Background: an optimization exercise with open tools, aiming at small area and a short achievable clock period. Do not read the settings as production practice.
In this exercise RTL edits were held to simulation tests only and were not proved equivalent to the original.
Power is estimated from default activity; no workload was simulated.

$ cat design.v
module alu16_top(clk, valA, valB, aluop, sub, lr, cc, result);
	input clk;
	input [15:0] valA, valB;
	input [3:0] aluop;
	input sub, lr;
	output reg [3:0] cc;
	output reg [15:0] result;
	reg [15:0] a_q, b_q;
	reg [3:0] op_q;
	reg sub_q, lr_q;
	wire [3:0] cc_w;
	wire [15:0] result_w;
	ALU alu(.valA(a_q), .valB(b_q), .aluop(op_q), .sub(sub_q), .lr(lr_q), .cc(cc_w), .result(result_w));
	always @(posedge clk) begin
		a_q <= valA;
		b_q <= valB;
		op_q <= aluop;
		sub_q <= sub;
		lr_q <= lr;
		cc <= cc_w;
		result <= result_w;
	end
endmodule

module PG_Gen(A, B, P, G);
	input A, B;
	output P, G;
	assign P = A ^ B;  
	assign G = A & B;  
endmodule
module black_cell(Pin1, Pin2, Gin1, Gin2, P, G);
	input Pin1, Pin2, Gin1, Gin2;
	output P, G;
	assign P = Pin1 & Pin2;
	assign G = Gin2 | (Pin2 & Gin1);
endmodule
module Carry_Gen(P, G, Cin, Cout);
	input P, G, Cin;
	output Cout;
	assign Cout = G | (P & Cin);
endmodule
module KSA(A, B, Cin, Sum, Cout);
	input [15:0] A, B;
	input Cin;
	output [15:0] Sum;
	output Cout;
	wire [15:0] P_st_1, G_st_1, P_A, G_A, P_B, G_B, P_C, G_C, P_D, G_D, P_E, G_E;
	wire [16:1] Carry;
	PG_Gen PG_Gen0(.A(A[0]), .B(B[0]), .P(P_st_1[0]), .G(G_st_1[0]));
	PG_Gen PG_Gen1(.A(A[1]), .B(B[1]), .P(P_st_1[1]), .G(G_st_1[1]));
	PG_Gen PG_Gen2(.A(A[2]), .B(B[2]), .P(P_st_1[2]), .G(G_st_1[2]));
	PG_Gen PG_Gen3(.A(A[3]), .B(B[3]), .P(P_st_1[3]), .G(G_st_1[3]));
	PG_Gen PG_Gen4(.A(A[4]), .B(B[4]), .P(P_st_1[4]), .G(G_st_1[4]));
	PG_Gen PG_Gen5(.A(A[5]), .B(B[5]), .P(P_st_1[5]), .G(G_st_1[5]));
	PG_Gen PG_Gen6(.A(A[6]), .B(B[6]), .P(P_st_1[6]), .G(G_st_1[6]));
	PG_Gen PG_Gen7(.A(A[7]), .B(B[7]), .P(P_st_1[7]), .G(G_st_1[7]));
	PG_Gen PG_Gen8(.A(A[8]), .B(B[8]), .P(P_st_1[8]), .G(G_st_1[8]));
	PG_Gen PG_Gen9(.A(A[9]), .B(B[9]), .P(P_st_1[9]), .G(G_st_1[9]));
	PG_Gen PG_Gen10(.A(A[10]), .B(B[10]), .P(P_st_1[10]), .G(G_st_1[10]));
	PG_Gen PG_Gen11(.A(A[11]), .B(B[11]), .P(P_st_1[11]), .G(G_st_1[11]));
	PG_Gen PG_Gen12(.A(A[12]), .B(B[12]), .P(P_st_1[12]), .G(G_st_1[12]));
	PG_Gen PG_Gen13(.A(A[13]), .B(B[13]), .P(P_st_1[13]), .G(G_st_1[13]));
	PG_Gen PG_Gen14(.A(A[14]), .B(B[14]), .P(P_st_1[14]), .G(G_st_1[14]));
	PG_Gen PG_Gen15(.A(A[15]), .B(B[15]), .P(P_st_1[15]), .G(G_st_1[15]));
	black_cell BC_A0(.Pin2(P_st_1[0]), .Gin2(G_st_1[0]), .Pin1(1'b0), .Gin1(Cin), .P(P_A[0]), .G(G_A[0]));
	black_cell BC_A1(.Pin2(P_st_1[1]), .Gin2(G_st_1[1]), .Pin1(P_st_1[0]), .Gin1(G_st_1[0]), .P(P_A[1]), .G(G_A[1]));
	black_cell BC_A2(.Pin2(P_st_1[2]), .Gin2(G_st_1[2]), .Pin1(P_st_1[1]), .Gin1(G_st_1[1]), .P(P_A[2]), .G(G_A[2]));
	black_cell BC_A3(.Pin2(P_st_1[3]), .Gin2(G_st_1[3]), .Pin1(P_st_1[2]), .Gin1(G_st_1[2]), .P(P_A[3]), .G(G_A[3]));
	black_cell BC_A4(.Pin2(P_st_1[4]), .Gin2(G_st_1[4]), .Pin1(P_st_1[3]), .Gin1(G_st_1[3]), .P(P_A[4]), .G(G_A[4]));
	black_cell BC_A5(.Pin2(P_st_1[5]), .Gin2(G_st_1[5]), .Pin1(P_st_1[4]), .Gin1(G_st_1[4]), .P(P_A[5]), .G(G_A[5]));
	black_cell BC_A6(.Pin2(P_st_1[6]), .Gin2(G_st_1[6]), .Pin1(P_st_1[5]), .Gin1(G_st_1[5]), .P(P_A[6]), .G(G_A[6]));
	black_cell BC_A7(.Pin2(P_st_1[7]), .Gin2(G_st_1[7]), .Pin1(P_st_1[6]), .Gin1(G_st_1[6]), .P(P_A[7]), .G(G_A[7]));
	black_cell BC_A8(.Pin2(P_st_1[8]), .Gin2(G_st_1[8]), .Pin1(P_st_1[7]), .Gin1(G_st_1[7]), .P(P_A[8]), .G(G_A[8]));
	black_cell BC_A9(.Pin2(P_st_1[9]), .Gin2(G_st_1[9]), .Pin1(P_st_1[8]), .Gin1(G_st_1[8]), .P(P_A[9]), .G(G_A[9]));
	black_cell BC_A10(.Pin2(P_st_1[10]), .Gin2(G_st_1[10]), .Pin1(P_st_1[9]), .Gin1(G_st_1[9]), .P(P_A[10]), .G(G_A[10]));
	black_cell BC_A11(.Pin2(P_st_1[11]), .Gin2(G_st_1[11]), .Pin1(P_st_1[10]), .Gin1(G_st_1[10]), .P(P_A[11]), .G(G_A[11]));
	black_cell BC_A12(.Pin2(P_st_1[12]), .Gin2(G_st_1[12]), .Pin1(P_st_1[11]), .Gin1(G_st_1[11]), .P(P_A[12]), .G(G_A[12]));
	black_cell BC_A13(.Pin2(P_st_1[13]), .Gin2(G_st_1[13]), .Pin1(P_st_1[12]), .Gin1(G_st_1[12]), .P(P_A[13]), .G(G_A[13]));
	black_cell BC_A14(.Pin2(P_st_1[14]), .Gin2(G_st_1[14]), .Pin1(P_st_1[13]), .Gin1(G_st_1[13]), .P(P_A[14]), .G(G_A[14]));
	black_cell BC_A15(.Pin2(P_st_1[15]), .Gin2(G_st_1[15]), .Pin1(P_st_1[14]), .Gin1(G_st_1[14]), .P(P_A[15]), .G(G_A[15]));
	black_cell BC_B1(.Pin2(P_A[1]), .Gin2(G_A[1]), .Pin1(1'b0), .Gin1(Cin), .P(P_B[1]), .G(G_B[1]));
	black_cell BC_B2(.Pin2(P_A[2]), .Gin2(G_A[2]), .Pin1(P_A[0]), .Gin1(G_A[0]), .P(P_B[2]), .G(G_B[2]));
	black_cell BC_B3(.Pin2(P_A[3]), .Gin2(G_A[3]), .Pin1(P_A[1]), .Gin1(G_A[1]), .P(P_B[3]), .G(G_B[3]));
	black_cell BC_B4(.Pin2(P_A[4]), .Gin2(G_A[4]), .Pin1(P_A[2]), .Gin1(G_A[2]), .P(P_B[4]), .G(G_B[4]));
	black_cell BC_B5(.Pin2(P_A[5]), .Gin2(G_A[5]), .Pin1(P_A[3]), .Gin1(G_A[3]), .P(P_B[5]), .G(G_B[5]));
	black_cell BC_B6(.Pin2(P_A[6]), .Gin2(G_A[6]), .Pin1(P_A[4]), .Gin1(G_A[4]), .P(P_B[6]), .G(G_B[6]));
	black_cell BC_B7(.Pin2(P_A[7]), .Gin2(G_A[7]), .Pin1(P_A[5]), .Gin1(G_A[5]), .P(P_B[7]), .G(G_B[7]));
	black_cell BC_B8(.Pin2(P_A[8]), .Gin2(G_A[8]), .Pin1(P_A[6]), .Gin1(G_A[6]), .P(P_B[8]), .G(G_B[8]));
	black_cell BC_B9(.Pin2(P_A[9]), .Gin2(G_A[9]), .Pin1(P_A[7]), .Gin1(G_A[7]), .P(P_B[9]), .G(G_B[9]));
	black_cell BC_B10(.Pin2(P_A[10]), .Gin2(G_A[10]), .Pin1(P_A[8]), .Gin1(G_A[8]), .P(P_B[10]), .G(G_B[10]));
	black_cell BC_B11(.Pin2(P_A[11]), .Gin2(G_A[11]), .Pin1(P_A[9]), .Gin1(G_A[9]), .P(P_B[11]), .G(G_B[11]));
	black_cell BC_B12(.Pin2(P_A[12]), .Gin2(G_A[12]), .Pin1(P_A[10]), .Gin1(G_A[10]), .P(P_B[12]), .G(G_B[12]));
	black_cell BC_B13(.Pin2(P_A[13]), .Gin2(G_A[13]), .Pin1(P_A[11]), .Gin1(G_A[11]), .P(P_B[13]), .G(G_B[13]));
	black_cell BC_B14(.Pin2(P_A[14]), .Gin2(G_A[14]), .Pin1(P_A[12]), .Gin1(G_A[12]), .P(P_B[14]), .G(G_B[14]));
	black_cell BC_B15(.Pin2(P_A[15]), .Gin2(G_A[15]), .Pin1(P_A[13]), .Gin1(G_A[13]), .P(P_B[15]), .G(G_B[15]));
	black_cell BC_C3(.Pin2(P_B[3]), .Gin2(G_B[3]), .Pin1(1'b0), .Gin1(Cin), .P(P_C[3]), .G(G_C[3]));
	black_cell BC_C4(.Pin2(P_B[4]), .Gin2(G_B[4]), .Pin1(P_A[0]), .Gin1(G_A[0]), .P(P_C[4]), .G(G_C[4]));
	black_cell BC_C5(.Pin2(P_B[5]), .Gin2(G_B[5]), .Pin1(P_B[1]), .Gin1(G_B[1]), .P(P_C[5]), .G(G_C[5]));
	black_cell BC_C6(.Pin2(P_B[6]), .Gin2(G_B[6]), .Pin1(P_B[2]), .Gin1(G_B[2]), .P(P_C[6]), .G(G_C[6]));
	black_cell BC_C7(.Pin2(P_B[7]), .Gin2(G_B[7]), .Pin1(P_B[3]), .Gin1(G_B[3]), .P(P_C[7]), .G(G_C[7]));
	black_cell BC_C8(.Pin2(P_B[8]), .Gin2(G_B[8]), .Pin1(P_B[4]), .Gin1(G_B[4]), .P(P_C[8]), .G(G_C[8]));
	black_cell BC_C9(.Pin2(P_B[9]), .Gin2(G_B[9]), .Pin1(P_B[5]), .Gin1(G_B[5]), .P(P_C[9]), .G(G_C[9]));
	black_cell BC_C10(.Pin2(P_B[10]), .Gin2(G_B[10]), .Pin1(P_B[6]), .Gin1(G_B[6]), .P(P_C[10]), .G(G_C[10]));
	black_cell BC_C11(.Pin2(P_B[11]), .Gin2(G_B[11]), .Pin1(P_B[7]), .Gin1(G_B[7]), .P(P_C[11]), .G(G_C[11]));
	black_cell BC_C12(.Pin2(P_B[12]), .Gin2(G_B[12]), .Pin1(P_B[8]), .Gin1(G_B[8]), .P(P_C[12]), .G(G_C[12]));
	black_cell BC_C13(.Pin2(P_B[13]), .Gin2(G_B[13]), .Pin1(P_B[9]), .Gin1(G_B[9]), .P(P_C[13]), .G(G_C[13]));
	black_cell BC_C14(.Pin2(P_B[14]), .Gin2(G_B[14]), .Pin1(P_B[10]), .Gin1(G_B[10]), .P(P_C[14]), .G(G_C[14]));
	black_cell BC_C15(.Pin2(P_B[15]), .Gin2(G_B[15]), .Pin1(P_B[11]), .Gin1(G_B[11]), .P(P_C[15]), .G(G_C[15]));
	black_cell BC_D7(.Pin2(P_C[7]), .Gin2(G_C[7]), .Pin1(1'b0), .Gin1(Cin), .P(P_D[7]), .G(G_D[7]));
	black_cell BC_D8(.Pin2(P_C[8]), .Gin2(G_C[8]), .Pin1(P_A[0]), .Gin1(G_A[0]), .P(P_D[8]), .G(G_D[8]));
	black_cell BC_D9(.Pin2(P_C[9]), .Gin2(G_C[9]), .Pin1(P_B[1]), .Gin1(G_B[1]), .P(P_D[9]), .G(G_D[9]));
	black_cell BC_D10(.Pin2(P_C[10]), .Gin2(G_C[10]), .Pin1(P_B[2]), .Gin1(G_B[2]), .P(P_D[10]), .G(G_D[10]));
	black_cell BC_D11(.Pin2(P_C[11]), .Gin2(G_C[11]), .Pin1(P_C[3]), .Gin1(G_C[3]), .P(P_D[11]), .G(G_D[11]));
	black_cell BC_D12(.Pin2(P_C[12]), .Gin2(G_C[12]), .Pin1(P_C[4]), .Gin1(G_C[4]), .P(P_D[12]), .G(G_D[12]));
	black_cell BC_D13(.Pin2(P_C[13]), .Gin2(G_C[13]), .Pin1(P_C[5]), .Gin1(G_C[5]), .P(P_D[13]), .G(G_D[13]));
	black_cell BC_D14(.Pin2(P_C[14]), .Gin2(G_C[14]), .Pin1(P_C[6]), .Gin1(G_C[6]), .P(P_D[14]), .G(G_D[14]));
	black_cell BC_D15(.Pin2(P_C[15]), .Gin2(G_C[15]), .Pin1(P_C[7]), .Gin1(G_C[7]), .P(P_D[15]), .G(G_D[15]));
	black_cell BC_E15(.Pin2(P_D[15]), .Gin2(G_D[15]), .Pin1(1'b0), .Gin1(Cin), .P(P_E[15]), .G(G_E[15]));
	Carry_Gen carry_1(.P(P_A[0]), .G(G_A[0]), .Cin(Cin), .Cout(Carry[1]));
	Carry_Gen carry_2(.P(P_B[1]), .G(G_B[1]), .Cin(Cin), .Cout(Carry[2]));
	Carry_Gen carry_3(.P(P_B[2]), .G(G_B[2]), .Cin(Cin), .Cout(Carry[3]));
	Carry_Gen carry_4(.P(P_C[3]), .G(G_C[3]), .Cin(Cin), .Cout(Carry[4]));
	Carry_Gen carry_5(.P(P_C[4]), .G(G_C[4]), .Cin(Cin), .Cout(Carry[5]));
	Carry_Gen carry_6(.P(P_C[5]), .G(G_C[5]), .Cin(Cin), .Cout(Carry[6]));
	Carry_Gen carry_7(.P(P_C[6]), .G(G_C[6]), .Cin(Cin), .Cout(Carry[7]));
	Carry_Gen carry_8(.P(P_D[7]), .G(G_D[7]), .Cin(Cin), .Cout(Carry[8]));
	Carry_Gen carry_9(.P(P_D[8]), .G(G_D[8]), .Cin(Cin), .Cout(Carry[9]));
	Carry_Gen carry_10(.P(P_D[9]), .G(G_D[9]), .Cin(Cin), .Cout(Carry[10]));
	Carry_Gen carry_11(.P(P_D[10]), .G(G_D[10]), .Cin(Cin), .Cout(Carry[11]));
	Carry_Gen carry_12(.P(P_D[11]), .G(G_D[11]), .Cin(Cin), .Cout(Carry[12]));
	Carry_Gen carry_13(.P(P_D[12]), .G(G_D[12]), .Cin(Cin), .Cout(Carry[13]));
	Carry_Gen carry_14(.P(P_D[13]), .G(G_D[13]), .Cin(Cin), .Cout(Carry[14]));
	Carry_Gen carry_15(.P(P_D[14]), .G(G_D[14]), .Cin(Cin), .Cout(Carry[15]));
	Carry_Gen carry_16(.P(P_D[15]), .G(G_D[15]), .Cin(Cin), .Cout(Carry[16]));
	assign Sum[0] = Cin ^ P_st_1[0];
	assign Sum[1] = Carry[1] ^ P_st_1[1];
	assign Sum[2] = Carry[2] ^ P_st_1[2];
	assign Sum[3] = Carry[3] ^ P_st_1[3];
	assign Sum[4] = Carry[4] ^ P_st_1[4];
	assign Sum[5] = Carry[5] ^ P_st_1[5];
	assign Sum[6] = Carry[6] ^ P_st_1[6];
	assign Sum[7] = Carry[7] ^ P_st_1[7];
	assign Sum[8] = Carry[8] ^ P_st_1[8];
	assign Sum[9] = Carry[9] ^ P_st_1[9];
	assign Sum[10] = Carry[10] ^ P_st_1[10];
	assign Sum[11] = Carry[11] ^ P_st_1[11];
	assign Sum[12] = Carry[12] ^ P_st_1[12];
	assign Sum[13] = Carry[13] ^ P_st_1[13];
	assign Sum[14] = Carry[14] ^ P_st_1[14];
	assign Sum[15] = Carry[15] ^ P_st_1[15];
	assign Cout = Carry[16];
endmodule
module Shifter(shift, lr, in, out);
	input [3:0] shift;
	input lr;
	input [15:0] in;
	output [15:0] out;
	wire [15:0] st1, st2, st3;
	assign st1 = shift[0]? (lr? {in[14:0], 1'b0}:{in[15], in[15:1]}) : in[15:0];
	assign st2 = shift[1]? (lr? {st1[13:0], 2'b00}:{st1[15], st1[15], st1[15:2]}) : st1[15:0];
	assign st3 = shift[2]? (lr? {st2[11:0], 4'b0000}:{st2[15], st2[15], st2[15], st2[15], st2[15:4]}) : st2[15:0];
	assign out = shift[3]? 
	(lr? {st3[7:0], 8'b00000000}:{st3[15], st3[15], st3[15], st3[15], st3[15], st3[15], st3[15], st3[15], st3[15:8]}) : st3[15:0];
endmodule
module LShifter(shift, lr, in, out);
	input [3:0] shift;
	input lr;
	input [15:0] in;
	output [15:0] out;
	wire [15:0] st1, st2, st3;
	assign st1 = shift[0]? (lr? {in[14:0], 1'b0}:{1'b0, in[15:1]}) : in[15:0];
	assign st2 = shift[1]? (lr? {st1[13:0], 2'b00}:{2'b00, st1[15:2]}) : st1[15:0];
	assign st3 = shift[2]? (lr? {st2[11:0], 4'b0000}:{4'b0000, st2[15:4]}) : st2[15:0];
	assign out = shift[3]? 
	(lr? {st3[7:0], 8'b00000000}:{8'b00000000, st3[15:8]}) : st3[15:0];
endmodule
module Rotator(shift, lr, in, out);
	input [3:0] shift;
	input lr;
	input [15:0] in;
	output [15:0] out;
	wire [15:0] st1, st2, st3;
	assign st1 = shift[0]? (lr? {in[14:0], in[15]}:{in[0], in[15:1]}) : in[15:0];
	assign st2 = shift[1]? (lr? {st1[13:0], st1[15:14]}:{st1[1:0], st1[15:2]}) : st1[15:0];
	assign st3 = shift[2]? (lr? {st2[11:0], st2[15:12]}:{st2[3:0], st2[15:4]}) : st2[15:0];
	assign out = shift[3]? (lr? {st3[7:0], st3[15:8]}:{st3[7:0], st3[15:8]}) : st3[15:0];
endmodule
module ALU(valA, valB, aluop, sub, lr, cc, result);
	input [15:0] valA;
	input [15:0] valB;
	input [3:0] aluop;  
	input sub;  
	input lr;  
	output [3:0] cc;  
	output [15:0] result;
	wire [15:0] and16b, or16b, not16b, xor16b, ashift_out, lshift_out, rotate_out, add_out, svalB, result;  
	wire shift_co, add_co;
	wire [3:0] cc;
	wire N, Z, C, V;  
	assign and16b = valA & valB;
	assign or16b = valA | valB;
	assign not16b = ~valA;
	assign xor16b = valA ^ valB;
	Shifter arith_shifter(.shift(valB[3:0]), .lr(lr), .in(valA), .out(ashift_out));  
	LShifter logic_shifter(.shift(valB[3:0]), .lr(lr), .in(valA), .out(lshift_out));  
	Rotator rotator(.shift(valB[3:0]), .lr(lr), .in(valA), .out(rotate_out));
	assign svalB = sub ? ~valB : valB;
	KSA ksadder(.A(valA), .B(svalB), .Cin(sub), .Sum(add_out), .Cout(add_co));
	assign result = 
		(aluop == 4'b0000) ? add_out :  
		(aluop == 4'b0001) ? ashift_out :  
		(aluop == 4'b0010) ? lshift_out :  
		(aluop == 4'b0011) ? rotate_out :  
		(aluop == 4'b0100) ? and16b :  
		(aluop == 4'b0101) ? or16b :  
		(aluop == 4'b0110) ? not16b :  
		(aluop == 4'b0111) ? xor16b :  
		16'b0;  
	assign N = result[15];  
	assign Z = ~|result;  
	assign C = (aluop == 4'b0000) & add_co;  
	assign V = ((aluop == 4'b0001) | (aluop == 4'b0010) | (aluop == 4'b0011)) ? 
					lr & (valA > result) : 1'b0;
	assign cc = {N, Z, C, V};
endmodule
$ cat run.sh
#!/bin/bash
# synth_recipe.tcl (not shown) runs the flow's synth.tcl, then flattens the netlist and writes it again
# the make line also repeats each setting of config.mk as NAME=value (left out here)
make -C /OpenROAD-flow-scripts/flow DESIGN_CONFIG=/design/flow/config.mk WORK_HOME=/design/flow/orfs CLKGATE_MAP_FILE= SYNTH_SCRIPT=/design/flow/synth_recipe.tcl finish
$ cat config.mk
export PLATFORM = sky130hd
export DESIGN_NAME = alu16_top
export DESIGN_NICKNAME = alu16_top
export VERILOG_FILES = /design/flow/design.v
export SDC_FILE = /design/flow/constraint.sdc
export NUM_CORES = 4
export LEC_CHECK = 0
export CAP_MARGIN = 20
export CORE_MARGIN = 2
export CORE_UTILIZATION = 40
export SLEW_MARGIN = 20
$ cat constraint.sdc
create_clock -name core_clock -period 4.7 [get_ports {clk}]
set_input_delay 0.9400 -clock core_clock [delete_from_list [all_inputs] [get_ports {clk}]]
set_output_delay 0.9400 -clock core_clock [all_outputs]
set_load 0.01 [all_outputs]
==> results of run 1 <==
[where the power goes]
part	switching [mW]	leakage, nW	internal (mW)
combinational	0.451	2.77	0.341
clock	0.246	0.150	0.423
sequential	0.0564	0.479	0.520
total	0.753	3.40	1.28
[sequential cells by signal, summed over array words and instances, names as in the netlist]
register  flops
a_q          16
cc            4
b_q          16
sub_q         1
lr_q          1
op_q          4
result       15
[critical path, stage by stage, from the launching register on]
cell and delay [ns]:
dfxtp_4 0.62, buf_4 0.32, buf_4 0.23, mux2i_1 0.39
nor2_1 0.17, nor2_1 0.24, o21ai_0 0.12, a21boi_0 0.26
nor3_1 0.08, o32ai_1 0.41, o21ai_0 0.31, inv_1 0.11
ha_1 0.24, and4_1 0.21, nand3_1 0.12, nor4_1 0.07
or3_1 0.31, nor2_1 0.11
[cell families (layout without fill, tap and decap cells)]
kind of cell	count (synthesis)	count (layout)	synth area share, %
flops	57	57	17.0
compound gates	282	282	29.3
mux	61	61	12.0
simple gates	224	224	16.6
buf+inv	138	214	9.57
fa+ha+maj	64	64	11.9
xor+xnor	28	28	3.65
[final cells by class]
class                           count  area, um2
Clock buffer                       11        243
Fill cell                        1641       8470
Clock inverter                      5       53.8
Tap cell                          220        275
Sequential cell                    57       1150
Multi-Input combinational cell    659       4940
Inverter                           65        244
Timing Repair Buffer              133       1160
[layer usage]
metal / vias to the layer above / part of all wire (%) / wire length, um
li1: 3331 / - / -
met1: 3403 / 43 / 11800
met2: 420 / 43 / 12100
met3: 80 / 9.6 / 2660
met4: 0 / 4.4 / 1220
met5: - / 0 / 0
[cell usage after synthesis (4+ instances only)]
master	instances
a21oi_1	67
ha_1	64
nor2_1	64
inv_1	63
dfxtp_1	57
nand2_1	53
mux2i_1	42
o21ai_0	41
clkbuf_1	30
a211oi_1	25
buf_2	25
nor3_1	25
xor2_1	19
a31oi_1	15
a21o_1	14
mux4_2	13
nand3_1	13
o22ai_1	13
nand2b_1	11
buf_6	9
nor4_1	9
xnor2_1	9
nor2b_1	8
o221ai_1	8
o32ai_1	8
a211o_1	7
nand4_1	7
o211ai_1	7
o21ai_1	7
a311oi_1	6
a221oi_1	5
a22oi_1	5
and2_1	5
nand3b_1	5
o21bai_1	5
o31ai_1	5
a311o_1	4
a32oi_1	4
buf_1	4
buf_4	4
o2111ai_1	4
[per-stage QoR]
step	util (%)	worst slack [ns]	instances	hold WS, ns
2_1_floorplan	-	0.514	854	0.650
3_3_place_gp	47.0	0.300	1134	0.800
3_5_place_dp	47.0	0.292	1134	0.798
4_1_cts	48.7	0.292	1150	0.818
5_1_grt	48.8	0.0836	1150	0.842
6_report	48.8	0.292	1150	0.801
[worst min-delay path by stage]
| stage | endpoint | depth (start not counted) | slack, ns |
|---|---|---|---|
| after CTS | cc[1] | 4 | 0.82 |
| after floorplan | cc[0] | 3 | 0.65 |
| final | cc[1] | 4 | 0.80 |
| after global placement | cc[1] | 4 | 0.80 |
| after global routing | cc[1] | 4 | 0.84 |
| after detailed placement | cc[1] | 4 | 0.80 |
==> run notes, run 1 <==
Setup repair after global routing left no endpoint under its margin. The total design power came out at 2.04 mW. The ratio of final minimum period to clock period is 93.8%. After synthesis the cells add up to approximately 6700 um2.

The class of the tightest hold or removal check is register to register. The internal reg-to-reg setup slack is ~0.29 ns. The count of final hold-check violations is 0.

The worst hold path startpoint is b_q[15]. The area fraction of the dominant cell type after synthesis is 17.0%. For this run, the number of Yosys warnings is 1. The overall die area came out at about 18000 um2. The floorplan die height came out at roughly 130 um. The number of buffers inserted during clock tree synthesis came out at 9. The total number of vias came out at 7234. The worst setup path is captured at a register. In this run the worst setup path begins at b_q[0].

The last element of the critical path is cc[0]. The total of endpoints with negative setup slack in the final report is 0. The number of gates resized after CTS is 0.

The via count of the first global-routing pass came out at about 6900. The cell area after layout came out at approximately 8000 um2. The root buffer cell chosen for the clock tree is clkbuf_16. The power per cell area came out at 253 nW/um2. The row count came out at 47. The total placed instance area came out at roughly 7800 um2.

The share of the yosys chip area belonging to registers is about 17%. The maximum number of buffers from clock root to sink came out at 2. The count of pins over their slew limit came to 0.

The post-synthesis register bit count is between 50 and 60. Once the floorplan was initialized, standard cells occupied 40.7% of the core. The maximum number of pins on one net before global-route repair came out at 40. The met1 capacity usage during global routing came out at a little over two fifths. dfxtp_1 takes more of the synthesized area than any other cell.

The core outline area is roughly 17000 um2. Yosys attributes the largest share of cell area to dfxtp_1 (17%), ha_1 (12%), mux2i_1 (6.3%). The global routing usage on met2 is ~48%. The worst setup path is of the register to register kind. The synthesis-to-finish area growth is 19.9%.

The clock skew after layout is between 0.01 and 0.015 ns. The clock-pin transition on the worst setup and hold timing paths came out at approximately 0.06 ns. The library cell used most frequently in the layout, excluding fill and tap cells, is buf_4. The residual antenna-violating net count after detailed routing came out at 0. The gate count of the mapped netlist came out at around 850. The clock latency on the worst-skew pair came out at around 0.35 ns. The post-synthesis async set-or-reset flop share is 0%. The clock sink count is between 50 and 60.

The total half-perimeter wirelength after legalization and detailed placement is 21800 um. The top cell types in the final layout, fill and taps aside, are buf_4 (74), a21oi_1 (67), nor2_1 (64), ha_1 (64), inv_1 (63). The number of top-level pins came out at 59. met2 is the most crowded layer. The most used flip-flop cell after synthesis is dfxtp_1. TritonCTS built the clock tree. The leakage power is about 3.4 nW. The run finished with no timing, DRC or antenna violations. The synthesized design contains 0 enable-type register cells. The maximum fanout count along the critical path is 31. For the worst setup path, the data required time is 4.98 ns. The number of DRC violations after detailed-routing iteration 0 is 869. The wire length per cell after detailed routing came out at about 24 um. Max-cap violations in this run came to 0. The slew at the pin closest to its max-slew limit came out at between 0.7 and 0.8 ns. In this run the horizontal extent of the chip is around 130 um.

The synthesized netlist net count came out at approximately 960. The sum of negative setup slack came out at 0 ns. Counting cells, the worst reg-to-reg path comes to 17. The final layout contains just over 1000 nets.

The post-CTS repair timing setup buffer count is 0. The tightest slew margin relative to the limit is 50.3%. The number of hold buffers added after CTS was 0. After detailed routing, the number of remaining DRC violations is 0. The iteration count of the initial detailed-routing pass is 5. STA puts the critical path data arrival time at ~4.7 ns. The launching point of the worst reg2reg path is b_q[0]. The initial antenna violation count is 0. The kind of start point of the critical path is a register. The final estimated routing congestion in global placement is around 1.1. The worst path needs 4.41 ns of the cycle, external delays included. The post-detailed-route via-to-cell ratio is 6.29. The count of buffers added on input and output ports is slightly below 60. The post-synthesis area per instance is about 7.9 um2. The antenna diode count is 0.

The number of H-tree levels is 3. The number of different library cells used by synthesis comes to 84. The met3 demand-to-capacity share in global routing came out at under 10%. The maximum VDD drop came out at between 150 and 200 uV.

The overall overflow remaining after global route is 0. The first global-routing pass estimated about 42000 um of wire. The fraction of layout instances using a drive strength above 1 came out at between 10% and 20%. Based on the critical path, the design can be clocked at up to 227 MHz. The end of the worst register-to-register path is cc[0].

The final wirelength came out at between 20000 and 30000 um. The overall fraction of global-route tracks in use came out at between 30% and 40%.
==> run 2, diff against run 1 <==
==> design.v (replaced) <==
module alu16_top(clk, valA, valB, aluop, sub, lr, cc, result);
	input clk;
	input [15:0] valA, valB;
	input [3:0] aluop;
	input sub, lr;
	output reg [3:0] cc;
	output reg [15:0] result;
	reg [15:0] a_q, b_q;
	reg [3:0] op_q;
	reg sub_q, lr_q;
	wire [3:0] cc_w;
	wire [15:0] result_w;
	ALU alu(.valA(a_q), .valB(b_q), .aluop(op_q), .sub(sub_q), .lr(lr_q), .cc(cc_w), .result(result_w));
	always @(posedge clk) begin
		a_q <= valA;
		b_q <= valB;
		op_q <= aluop;
		sub_q <= sub;
		lr_q <= lr;
		cc <= cc_w;
		result <= result_w;
	end
endmodule

module ALU(valA, valB, aluop, sub, lr, cc, result);
	input [15:0] valA;
	input [15:0] valB;
	input [3:0] aluop;
	input sub;
	input lr;
	output [3:0] cc;
	output [15:0] result;
	wire [15:0] a = valA;
	wire [3:0] s = valB[3:0];
	wire op_hi  = aluop[3];
	wire op_add = ~aluop[3] & ~aluop[2] & ~aluop[1] & ~aluop[0];
	wire op_sh  = ~aluop[3] & ~aluop[2] & (aluop[1] | aluop[0]);
	wire op_rot = ~aluop[3] & ~aluop[2] & aluop[1] & aluop[0];
	wire op_lg  = ~aluop[3] & aluop[2];
	wire [15:0] bx = valB ^ {16{sub}};
	wire [17:0] t = {1'b0, a, 1'b1} + {1'b0, bx, sub};
	wire [15:0] sum = t[16:1];
	wire co = t[17];
	wire [15:0] p = a ^ bx;
	wire [15:0] k = {a[14:0] | bx[14:0], sub};
	wire z_add = &(p ~^ k);
	reg [15:0] lg;
	always @(*) begin
		case (aluop[1:0])
			2'b00: lg = a & valB;
			2'b01: lg = a | valB;
			2'b10: lg = ~a;
			default: lg = a ^ valB;
		endcase
	end
	wire [15:0] x0 = lr ? {a[0], a[15:1]} : a;
	wire [3:0] r = s ^ {4{lr}};
	wire [15:0] x1 = r[0] ? {x0[0], x0[15:1]} : x0;
	wire [15:0] x2 = r[1] ? {x1[1:0], x1[15:2]} : x1;
	wire [15:0] x3 = r[2] ? {x2[3:0], x2[15:4]} : x2;
	wire [15:0] x4 = r[3] ? {x3[7:0], x3[15:8]} : x3;
	wire [15:0] th;
	genvar i;
	generate
		for (i = 0; i < 16; i = i + 1) begin : g_th
			assign th[i] = (i < s);
		end
	endgenerate
	wire [15:0] th_rev;
	generate
		for (i = 0; i < 16; i = i + 1) begin : g_thr
			assign th_rev[i] = th[15 - i];
		end
	endgenerate
	wire [15:0] msk = (lr ? th : th_rev) & {16{~op_rot}};
	wire fill = ~lr & ~aluop[1] & a[15];
	wire [15:0] sh = (x4 & ~msk) | (msk & {16{fill}});
	assign result = ({16{op_add}} & sum) | ({16{op_sh}} & sh) | ({16{op_lg}} & lg);
	wire z_lg = ~|lg;
	wire z_sh = ~|sh;
	wire Z = op_hi | (op_lg & z_lg) | (op_add & z_add) | (op_sh & z_sh);
	wire N = result[15];
	wire C = op_add & co;
	wire V = op_sh & lr & (a > sh);
	assign cc = {N, Z, C, V};
endmodule
==> run 2 against run 1 <==
Against the previous run:
- still clean
- utilization decreased by 0.71 points
- clock power grew 6.4%
- worst hold slack got worse by 0.025 ns
- register-to-register slack gained 0.22 ns
- critical path type unchanged
- critical endpoint is now cc[0]
- largest power group unchanged
==> run notes, run 2 <==
The largest registers in the layout are a_q x16, b_q x16, result x15. The synthesized netlist devotes approximately 17% of its cell area to compound gates. After synthesis, the most frequently instantiated cells are ha_1 (79), inv_1 (58), dfxtp_1 (57), o21ai_0 (46), nand2_1 (44). The repair_antennas step left the layout with diodes totalling 0. The hold buffer count at CTS is 0. The maximum fanout count along the critical path is 22. The fraction of layout instances using a drive strength above 1 is about 12%. For this run, the post-layout net count is ~820. By area the synthesized netlist is led by dfxtp_1 (19%), ha_1 (17%), mux4_2 (11%). Using the TritonRoute via totals, the vias-per-cell ratio works out to 5.84. The clock-pin transition on the worst setup and hold timing paths came out at 0.06 ns. The summed instance area of the synthesized netlist is 5900 um2. Across all layers, the routed design uses about 5200 vias. The max-cap check violation count is 0. The power per cell area is 293 nW/um2. The most used flip-flop cell after synthesis is dfxtp_1. TritonCTS built the clock tree. After detailed routing, the average wire length per cell comes to 20.4 um. The floorplan step defined a die boundary enclosing between 15000 and 20000 um2. The number of gates resized after CTS is 0. The master cell of the clock root buffer is clkbuf_16. The top cell types in the final layout, fill and taps aside, are ha_1 (79), inv_1 (58), clkdlybuf4s50_1 (58). After detailed routing, the number of remaining DRC violations is 0.

The clock sink count came out at 57. The floorplan die height came out at ~130 um. The number of distinct library cell variants in the gate-level netlist after synthesis came out at 60.

The number of buffers inserted during clock tree synthesis came out at 9. The worst register-to-register path has a setup slack of about 0.5 ns. The total of endpoints with negative setup slack in the final report came out at 0. The row count is 44. Compared with the post-synthesis result, the final layout area differs by 17.8%. The run finished with no timing, DRC or antenna violations. The share of power burned in the clock network is about a third. The worst register-to-register path begins at lr_q.

In this run switching power makes up 33.8% of total power. The ratio of final minimum period to clock period came out at approximately 90%. The final wirelength came out at 18200 um. The total design power is 2.04 mW. The cell-internal power is 1.35 mW. The chip width came out at 125 um. Buffers added to address setup during post-CTS repair amount to 0.

In this run the static leakage power is about 3 nW. The number of H-tree levels came out at 3. Clock skew on the completed layout was measured at about 0.013 ns. The initial antenna violation count came out at 0. For this run the aggregate overflow at the end of global routing stands at 0. At the worst endpoint, the required time is a little under 5 ns. The count of pins over their slew limit is 0. The via count of the first global-routing pass was between 5000 and 6000. The share of the yosys chip area belonging to registers is 19.3%.

Setup repair after global routing left no endpoint under its margin. The worst endpoint data arrival time came out at around 4.4 ns. The most common cell in the synthesized netlist is ha_1. The starting utilization of the core area is 40.8%. The combinational share of power is 36.9%. The adder-cell area share of the yosys netlist is 16.7%. In this run, synthesis produced a sequential element count of 57.

The gate count of the mapped netlist is between 600 and 700. After filler insertion, the fill cell instance count of the layout stands at ~1400. The xor/xnor cell area share of the yosys netlist came out at under 10%. For this run, the number of Yosys warnings is 2.

The residual antenna-violating net count after detailed routing is 0. Following the worst setup path forward leads to its endpoint at cc[0]. The pre-antenna-repair detailed-routing pass consisted of 6 iterations. The overall fraction of global-route tracks in use came out at about a quarter. The number of top-level pins came out at 59.

After synthesis, the largest family of logic cells by area is multiplexers. The post-synthesis area per instance came out at 8.97 um2. The synthesized design contains 0 enable-type register cells. In this run the tightest slew margin relative to its limit is roughly 34%. The clock latency on the worst-skew pair is ~0.35 ns. The core outline area is roughly 14000 um2. The maximum number of buffers from clock root to sink is 2. The count of final hold-check violations is 0.

The maximum clock frequency is 239 MHz. The setup path with the least slack is of type register to register. Leaving out fill and tap cells, the most frequent cell in the layout is ha_1.

The analysis attributes to net switching a power of around 690 uW. The sum of negative setup slack came out at 0 ns. At the pin with the least slew margin, the transition time is a little under 1 ns. The kind of start point of the critical path is a register. The start point of the critical path is lr_q.

In the synthesized netlist the async set-or-reset flop fraction comes to 0%. The area fraction of the dominant cell type after synthesis came out at 19.3%. The worst register-to-register path has a depth of 17. The number of DRC violations after detailed-routing iteration 0 came out at approximately 350. The multiplexer area fraction after synthesis is roughly 22%. The maximum VDD drop came out at 260 uV. The synthesized netlist net count came out at a little under 800. The congestion estimate from routability-driven global placement came to slightly below 1. The kind of end point of the critical path is a register. The worst register-to-register path ends at cc[0]. The final critical-path required period is ~4.2 ns. Buffers placed on the I/O ports in this run total a little under 60.

The share of total power in sequential cells came out at about 28%. The simple-gate portion of the synthesized area came out at a little over a tenth. The total half-perimeter wirelength after legalization and detailed placement is between 10000 and 15000 um. The first global-routing pass estimated 28500 um of wire. The path class of the tightest hold or removal check is register to register. The maximum number of pins on one net before global-route repair came out at 53. Summed over all instances, the cell type with the most area after synthesis is dfxtp_1.
run 2: kinds of logic after synthesis:
logic type               Yosys count
buffers and inverters             99
XOR/XNOR                          46
adder cells (fa/ha/maj)           79
flip-flops                        57
multiplexers                      91
AO/OA/AOI/OAI                    157
AND/OR/NAND/NOR                  129
run 2: area by class of cell:
class,instances,area (um2),area share [%]
clock buffers,11,243,3.49
clock inverters,5,78.8,1.13
inverters,59,221,3.18
multi-input cells,502,4350,62.6
flip-flops and latches,57,1140,16.4
well taps,184,230,3.31
repair buffers,72,686,9.86
run 2: worst min path at each step:
stage            start  endpoint  slack, ns  depth (start not counted)
6_report       b_q[15]     cc[1]       0.78                          4
3_3_place_gp   b_q[15]     cc[1]       0.77                          4
5_1_grt        op_q[3]     cc[2]       0.83                          3
3_5_place_dp   b_q[15]     cc[1]       0.76                          4
4_1_cts        b_q[15]     cc[1]       0.78                          4
2_1_floorplan  op_q[3]     cc[2]       0.59                          3
run 2: power groups by stage:
stage / Sequential, mW / Clock, mW / Combinational (mW)
after floorplan: 0.563 / 0 / 0.525
after global placement: 0.580 / 0 / 0.730
after detailed placement: 0.583 / 0 / 0.741
after CTS: 0.573 / 0.726 / 0.746
after global routing: 0.576 / 0.744 / 0.827
final: 0.574 / 0.712 / 0.751
run 2: worst max-delay path: stages, from the launching register on:
cell       delay, ns
dfxtp_2         0.64
buf_4           0.37
mux2_1          0.36
mux2i_1         0.32
mux2i_1         0.16
mux2i_1         0.32
mux2_2          0.23
nand2_1         0.05
o21ai_0         0.20
ha_1            0.24
a21o_1          0.11
a21o_1          0.11
a21o_1          0.11
a21o_1          0.11
a21oi_1         0.06
nor2b_1         0.09
o21ai_0         0.07
a2111oi_0       0.45
run 2: per-layer routing:
layer / vias to the layer above / GRT usage [%] / part of all wire, %
li1: 2472 / - / -
met5: - / 0 / 0
met4: 0 / 11.6 / 4.2
met2: 202 / 37.5 / 45
met1: 2477 / 30.1 / 44
met3: 50 / 4.96 / 6.8
run 2: stage by stage:
stage | worst slack (ns) | hold WS (ns) | cell area, um2 | utilization (%) | std cells
after floorplan | 1.29 | 0.595 | 5900 | - | 658
after global placement | 0.834 | 0.767 | 6640 | 45.8 | 874
after detailed placement | 0.629 | 0.765 | 6640 | 45.8 | 874
after CTS | 0.603 | 0.777 | 6960 | 48.0 | 890
after global routing | 0.104 | 0.825 | 6960 | 48.0 | 890
final | 0.509 | 0.777 | 6960 | 48.0 | 890
==> run 3, diff against run 2 <==
--- a/config.mk
+++ b/config.mk
@@ -5,6 +5,7 @@
 export SDC_FILE = /design/flow/constraint.sdc
 export NUM_CORES = 4
 export LEC_CHECK = 0
+export ABC_AREA = 1
 export CAP_MARGIN = 20
 export CORE_MARGIN = 2
 export CORE_UTILIZATION = 40
==> run 3 against run 2 <==
Against the previous run:
- sequential power decreased by 0.7%
- design area fell by 4.1%
- via count is 13% higher
- worst setup slack better by 0.81 ns
- critical path type unchanged
- flip-flop and latch count unchanged
- synthesized area fell by 3.3%
==> run notes, run 3 <==
The number of H-tree levels is 3. The worst pin sits at a relative slew slack of 38.8%. The number of top-level pins is 59.

The clock skew after layout came out at 0.00823 ns. The sum of negative setup slack came out at 0 ns. The overall fraction of global-route tracks in use came out at a little over a quarter.

The worst endpoint data arrival time is roughly 3.6 ns. The count of input and output buffers came out at 58. The iteration count of the initial detailed-routing pass is 8. The number of gates resized after CTS was 0. The net total in the final layout is just over 1000. The starting utilization of the core area came out at 41.0%. For this design the ratio of total power to cell area is ~300 nW/um2. The CTS tree is yes.

The maximum number of pins on one net before global-route repair came out at 18. The root buffer cell chosen for the clock tree is clkbuf_16. At the worst endpoint, the required time is between 4 and 5 ns.

The simple-gate portion of the synthesized area is around a third. The maximum number of buffers from clock root to sink is 2. After detailed placement, the design holds a cell count of 1069.

The post-synthesis area per instance is about 6.7 um2. Excluding fillers, the count of instances in the completed layout stands at around 1100. The residual antenna-violating net count after detailed routing came out at 0. The via count of the first global-routing pass is between 5000 and 6000.

The clock-pin transition on the worst setup and hold timing paths is approximately 0.050 ns. The largest single stage delay on the critical path is 0.92 ns. The chip width is around 120 um. The slowest stage of the critical path belongs to the cell dfxtp_1. STA classifies the critical path startpoint as a register. The total number of vias came out at 5870. The gate count of the mapped netlist is around 860. In this run the cell area of the synthesized design comes to about 5700 um2. The total of endpoints with negative setup slack in the final report is 0. The total design power is 1.98 mW. During synthesis, Yosys emitted a total of 2 warnings.

The antenna diode count came out at 0. The final layout contains routed wiring with a total length of roughly 19000 um. The count of pins over their slew limit was 0. Summing the areas of all fa, ha and maj instances in the mapped netlist gives ~17% of the synthesized area. The floorplan die height is approximately 120 um. In this run the worst path has a maximum fanout of 17. The kind of end point of the critical path is a register. The initial antenna violation count came to 0.

In the routed design, unresolved DRC markers number 0. Broken down by cell family, the worst path's largest delay share belongs to simple AND/OR/NAND/NOR gates. By startpoint and endpoint, the worst setup path is classified as register to register. The count of final hold-check violations is 0. The maximum clock frequency is between 200 and 300 MHz. The number of hold buffers added after CTS was 0. The core outline area came out at 13900 um2. The fraction of layout instances using a drive strength above 1 came out at around 6.6%. In this run the static leakage power is about 3.2 nW. The commonest cells after synthesis are nand2_1 (202), nand3_1 (132), inv_1 (95), ha_1 (79), dfxtp_1 (57). Max-cap violations in this run came to 0. The clock latency on the worst-skew pair came out at 0.33 ns. The worst path needs between 3 and 4 ns of the cycle, external delays included. Of the post-synthesis cell area, the part taken by muxes is 0%.

The area fraction of the dominant cell type after synthesis is about 20%. At the pin with the least slew margin, the transition time is around 0.9 ns. The buffering stage count on the worst path with inverters included came out at 3.

The most used flip-flop cell after synthesis is dfxtp_1. The first global-routing pass estimated 29600 um of wire. After synthesis, flip-flops and latches occupy about a fifth of the total area. The number of DRC violations after detailed-routing iteration 0 came out at between 500 and 600.

The post-synthesis async set-or-reset flop share came out at 0%. In the post-synthesis netlist, the cell with the most instances is nand2_1. The final estimated routing congestion in global placement is approximately 0.97. The overall die area is roughly 15000 um2. In the layout the commonest cells are nand2_1 (202), nand3_1 (132), inv_1 (95). The run finished with no timing, DRC or antenna violations. The clock sink count came out at 57. Using the TritonRoute via totals, the vias-per-cell ratio works out to roughly 5.4.

The signal on the critical path passes through nor2_2 -> inv_2 -> nand2_2 -> inv_2 -> nand3_1 -> nand3_1 -> nand3_1 -> nand2_1 -> inv_1 -> ha_1 -> nand2_1 -> nor2_1 -> nand4_1 -> o311ai_0 -> a31oi_1. The class of the tightest hold or removal check is register to register. Yosys attributes the largest share of cell area to dfxtp_1 (20%), ha_1 (17%), nand2_1 (13%). The number of enable flip-flop cells after synthesis is 0.

Setup repair after global routing left no endpoint under its margin. The total overflow left after global routing is 0. The synthesized netlist net count is between 900 and 1000. The number of clock buffers added by TritonCTS is 9. The number of distinct library cell variants in the gate-level netlist after synthesis came out at 48. The post-synthesis register bit count came out at 57.

The maximum VDD drop came out at ~260 uV. In the final layout, the registers with the most flip-flops are a_q x16, b_q x16, result x15. The wire length per cell after detailed routing came out at between 15 and 20 um. The synthesis-to-finish area growth is 16.9%. After synthesis, the largest family of logic cells by area is simple AND/OR/NAND/NOR gates.

The most prevalent standard cell on the critical path is nand3_1. The largest total area in the synthesized netlist belongs to dfxtp_1. In the finished design, the share of the clock period the worst path needs comes to 72.0%.

The compound-cell area share of the yosys netlist came out at 14.3%. The floorplan has 43 rows. The post-CTS repair timing setup buffer count is 0. The xor/xnor cell area share of the yosys netlist came out at 4.96%. Leaving out fill and tap cells, the most frequent cell in the layout is nand2_1. The total half-perimeter wirelength after legalization and detailed placement came out at about 15000 um.
run 3: cell count changes after synthesis, moves of 27 or more:
cell / previous run / this run
nand2_1: 44 / 202
nand3_1: 10 / 132
mux4_2: 28 / 0
xor2_1: 34 / 7
mux2i_1: 42 / 0
inv_1: 58 / 95
run 3: per-stage QoR:
stage	utilization, %	worst slack (ns)	hold slack [ns]	instance area [um2]
floorplan	-	2.23	0.508	5710
CTS	47.9	1.40	0.596	6670
detailed placement	45.6	1.41	0.570	6350
global route	47.9	1.05	0.676	6670
finish	47.9	1.31	0.596	6670
global placement	45.6	1.34	0.582	6350
run 3: logic make-up (layout without fill, tap and decap cells):
kind of cell	Yosys count	count (layout)
AND/OR/NAND/NOR	422	422
buffers and inverters	138	187
AO/OA/AOI/OAI	132	132
adder cells (fa/ha/maj)	79	79
flip-flops	57	57
XOR/XNOR	28	28
run 3: worst min-delay path: cells and delay by family (launching register included):
family / cells / cell delay [ns]
buf+inv: 1 / 0.06
flops: 1 / 0.34
simple gates: 3 / 0.17
run 3: path summary, 6_finish.rpt:
path	startpoint	cells past startpoint	slack (ns)	to
max	lr_q	15	1.31	cc[0]
min	op_q[3]	4	0.60	cc[2]
max reg2reg	lr_q	15	1.31	cc[0]
min reg2reg	op_q[3]	4	0.60	cc[2]
run 3: routing by layer:
metal	wire [um]	track usage, %
met3	1560	6.23
met5	0	0
met4	629	8.52
met1	9420	39.0
met2	7640	36.1
run 3: where the power goes:
| part | internal [mW] | switching, mW | total [mW] |
|---|---|---|---|
| sequential | 0.518 | 0.0512 | 0.570 |
| clock | 0.465 | 0.230 | 0.695 |
| combinational | 0.274 | 0.444 | 0.717 |
| total | 1.26 | 0.725 | 1.98 |
run 3: layout make-up:
type                    count  area [um2]
clock buffers              10         229
well taps                 180         225
repair buffers             62         611
multi-input cells         661        3970
inverters                 109         412
flip-flops and latches     57        1140
clock inverters             6        91.3
fillers                  1449        7260
==> run 4, diff against run 3 <==
--- a/config.mk
+++ b/config.mk
@@ -9,4 +9,5 @@
 export CAP_MARGIN = 20
 export CORE_MARGIN = 2
 export CORE_UTILIZATION = 40
+export SETUP_SLACK_MARGIN = 2.2
 export SLEW_MARGIN = 20
==> run 4 against run 3 <==
Against the previous run:
- worst setup slack improved by 0.77 ns
- sequential share of layout area fell by 1.4 points
- total power rose by 6.7%
- still clean on timing, DRC and antenna
- via count rose by 2.3%
- first-iteration DRC count decreased by 13%
- largest power group unchanged
- critical path type unchanged
- highest routed layer unchanged
==> run notes, run 4 <==
Each instance of the synthesized netlist takes up on average approximately 6.7 um2. The maximum fanout count along the critical path is 16. The starting utilization of the core area is between 40 and 50%. The total of endpoints with negative setup slack in the final report came out at 0. After detailed routing, the total wire length is 20000 um. Summing all non-filler instances in the final layout gives an area of 7510 um2.

The number of DRC violations after detailed-routing iteration 0 is 514. The total half-perimeter wirelength after legalization and detailed placement is 15200 um. Prior to clock tree synthesis, the placed netlist has a worst setup slack of roughly 1.4 ns. The summed instance area of the synthesized netlist is ~5700 um2. The total area inside the core boundary comes to between 10000 and 15000 um2. The global routing stage identified its most utilized layer as met1. The worst hold path startpoint is op_q[3]. The via count of the first global-routing pass came out at roughly 5400. The master cell of the clock root buffer is clkbuf_16.

The maximum clock frequency came out at approximately 380 MHz. The number of top-level pins is around 60. The residual antenna-violating net count after detailed routing came out at 0. At the end of routability-driven placement, the weighted congestion stood at approximately 1. The worst-case IR drop observed on VDD is between 200 and 300 uV. After the flow finishes, the layout carries non-filler instances totaling approximately 1100. The H-tree was split into 3 levels. The top cell types in the final layout, fill and taps aside, are nand2_1 (179), inv_1 (90), ha_1 (68). The end of the worst register-to-register path is cc[0]. TritonCTS built the clock tree. The most used flip-flop cell after synthesis is dfxtp_1.

The overall die area is ~15000 um2. The tightest slew margin relative to the limit is between 40% and 50%. The path with the worst hold slack has its endpoint at cc[2].

The number of inserted filler cells in the final layout is roughly 1400. The largest registers in the layout are a_q x16, b_q x16, result x15. The number of DRC violations after detailed routing is 0.

The floorplan die height is ~120 um. The overall fraction of global-route tracks in use came out at between 20% and 30%. The global-route wire length before repair is slightly below 30000 um.

The total of warnings raised by yosys came out at 2. The count of pins over their slew limit is 0. The row count came out at 43. The clock skew after layout is between 0.008 and 0.009 ns. The total placed instance area came out at 6350 um2.

The global routing usage on met2 is 36.5%. The chip width came out at 123 um. For the pin with the worst max-slew slack, the measured transition is approximately 0.77 ns. The worst hold slack across all endpoints came out at about 0.62 ns. The fraction of layout instances using a drive strength above 1 is about 24%.

The overall overflow remaining after global route came out at 0. The post-synthesis async set-or-reset flop share came out at 0%. The synthesized netlist net count is just under 1000. nand2_1 is the most common cell in the netlist.

Counting along the longest clock path gives a buffer depth of 2. The kind of end point of the critical path is a register. The number of buffers inserted during clock tree synthesis is 9. The final critical-path required period is 2.62 ns. The internal reg-to-reg setup slack came out at 2.08 ns. The critical path required time is around 4.9 ns.

The clock reaches the later pin of the worst-skew pair after between 0.3 and 0.4 ns. The min-delay analysis places its worst path in the category register to register. The power per cell area is approximately 280 nW/um2. The share of the yosys chip area belonging to registers came out at about 20%.

The worst endpoint data arrival time came out at around 2.8 ns. Entering global routing, the biggest net connects 18 pins. Setup repair after global routing could not meet its margin everywhere. In this run the static leakage power is 3.48 nW. The number of antenna diodes in the final layout is 0. The wire length per cell after detailed routing came out at roughly 18 um. The count of final hold-check violations came out at 0.

The met3 demand-to-capacity share in global routing is 6.18%. In the global route stage, met1 resource usage came out at around two fifths. The count of placed standard cells including taps is ~1100. The post-detailed-route via-to-cell ratio is 5.47. The depth of the worst register-to-register path came out at 16. Counting distinct cell types in the post-synthesis netlist gives 48. The number of enable flip-flop cells after synthesis is 0. The cell count after synthesis came out at around 860. Input and output buffers added on the ports amount to just under 60. The run finished with no timing, DRC or antenna violations. STA classifies the critical path startpoint as a register. For the final routed database, the setup TNS stands at 0 ns. The library cell used most frequently in the layout, excluding fill and tap cells, is nand2_1. Ranked by instance count, the synthesized netlist is headed by nand2_1 (202), nand3_1 (132), inv_1 (95), ha_1 (79), dfxtp_1 (57). The worst setup path is of the register to register kind. The cell type with the largest total area after synthesis is dfxtp_1. In this run the critical register-to-register path is launched from lr_q.

Tracing the worst setup path back leads to its startpoint at lr_q. The post-synthesis register bit count came out at 57. Once routing completed, OpenROAD measured the worst setup slack at ~2.1 ns. The final core area utilization came out at 53.9%.

The net total in the final layout came out at roughly 1000. In the post-synthesis netlist, the biggest area contributors are dfxtp_1 (20%), ha_1 (17%), nand2_1 (13%). The ratio of final minimum period to clock period is 55.7%.

The max-cap check violation count is 0. The total design power is between 2 and 2.5 mW. The initial antenna violation count came out at 0.

The total number of vias came out at 6005. Of the post-synthesis cell area, the dominant cell type holds 20.0%. The cell count of the worst hold path is 4. Clock-pin slew was measured on the worst setup and hold paths at about 0.050 ns. The iteration count of the initial detailed-routing pass is 7. The clock sink count is 57.

The synthesis-to-finish area growth is 31.5%.
==> run 4: cell count changes in the layout (fill, tap and decap cells not counted), sizes merged <==
cell	change
buf	+11
clkbuf	+2
==> run 4: final cells by class <==
type,instances,area [um2],area share (%)
multi-input combinational,661,4580,61.0
inverter,109,424,5.65
sequential,57,1180,15.7
timing repair buffer,75,774,10.3
clock buffer,10,229,3.05
tap,180,225,3.00
clock inverter,6,91.3,1.22
==> run 4: how the worst max path moves through the flow <==
stage,end,depth (start not counted),slack [ns]
5_1_grt,cc[0],18,1.94
4_1_cts,cc[0],16,2.05
2_1_floorplan,result[8],10,2.23
3_5_place_dp,cc[0],15,1.41
6_report,cc[0],16,2.08
3_3_place_gp,cc[0],15,1.34
==> run 4: power by group <==
| group | internal, mW | total (mW) | switching (mW) |
|---|---|---|---|
| clock | 0.465 | 0.696 | 0.230 |
| combinational | 0.339 | 0.849 | 0.511 |
| sequential | 0.519 | 0.569 | 0.0502 |
==> run 4: repair_timing <==
action | in CTS | in global routing
hold buffers | 0 | 0
setup buffers | 4 | 8
resized for setup | 40 | 146
setup endpoints to repair | 15 | 10
gates cloned | 0 | 1
pin swaps | 3 | 29
==> run 4: critical path: stages (launching register included) <==
cell,delay (ns)
dfxtp_4,0.36
buf_4,0.14
buf_4,0.14
xor2_4,0.18
buf_12,0.17
nand3_2,0.10
nand3_1,0.11
nand2_1,0.11
nand2_1,0.07
nand3b_1,0.16
nand2_2,0.10
ha_4,0.28
nand2_1,0.05
inv_1,0.06
nand4_1,0.13
o311ai_2,0.28
a31oi_1,0.06
==> run 4: logic make-up after synthesis <==
group / Yosys count / share of synthesized area [%]
and+or+nand+nor: 422 / 32.9
adders and majority gates: 79 / 17.3
AOI/OAI and AO/OA: 132 / 14.3
xor gates and xnor gates: 28 / 4.96
DFF: 57 / 20.0
buffers and inverters: 138 / 10.5
==> run 4: layer usage <==
| metal | vias up | wire length, um | part of all wire, % |
|---|---|---|---|
| met1 | 2735 | 9710 | 49 |
| met2 | 243 | 8250 | 41 |
| met5 | - | 0 | 0 |
| met4 | 0 | 603 | 3.0 |
| li1 | 2985 | - | - |
| met3 | 42 | 1430 | 7.2 |

[what the ideal ports hide]
Ports are ideal in the flow. The routed layouts listed here were re-timed in OpenROAD.
Step 1 (the two cells are an assumption about what drives the block):
set clk [get_ports {clk}]
set_driving_cell -lib_cell sky130_fd_sc_hd__clkbuf_16 $clk
set_driving_cell -lib_cell sky130_fd_sc_hd__buf_2 [delete_from_list [all_inputs] $clk]
Step 2 also shifts input and output timing later by t, the mid clock arrival at the registers, as if the neighbouring blocks saw the same clock.
Three values: no drivers, after step 1, after step 2; two values: the first two.
| run | shift t [ns] | slack for setup (ns) | worst setup path at the end |
|---|---|---|---|
| run 1 | 0.387 | 0.292 / 0.292 / 0.292 | register to register |
| run 2 | 0.383 | 0.509 / 0.509 / 0.509 | register to register |
| run 3 | 0.363 | 1.314 / 1.314 / 1.314 | register to register |
| run 4 | 0.359 | 2.081 / 2.081 / 2.081 | register to register |
After both steps setup and hold are still met in every run listed.
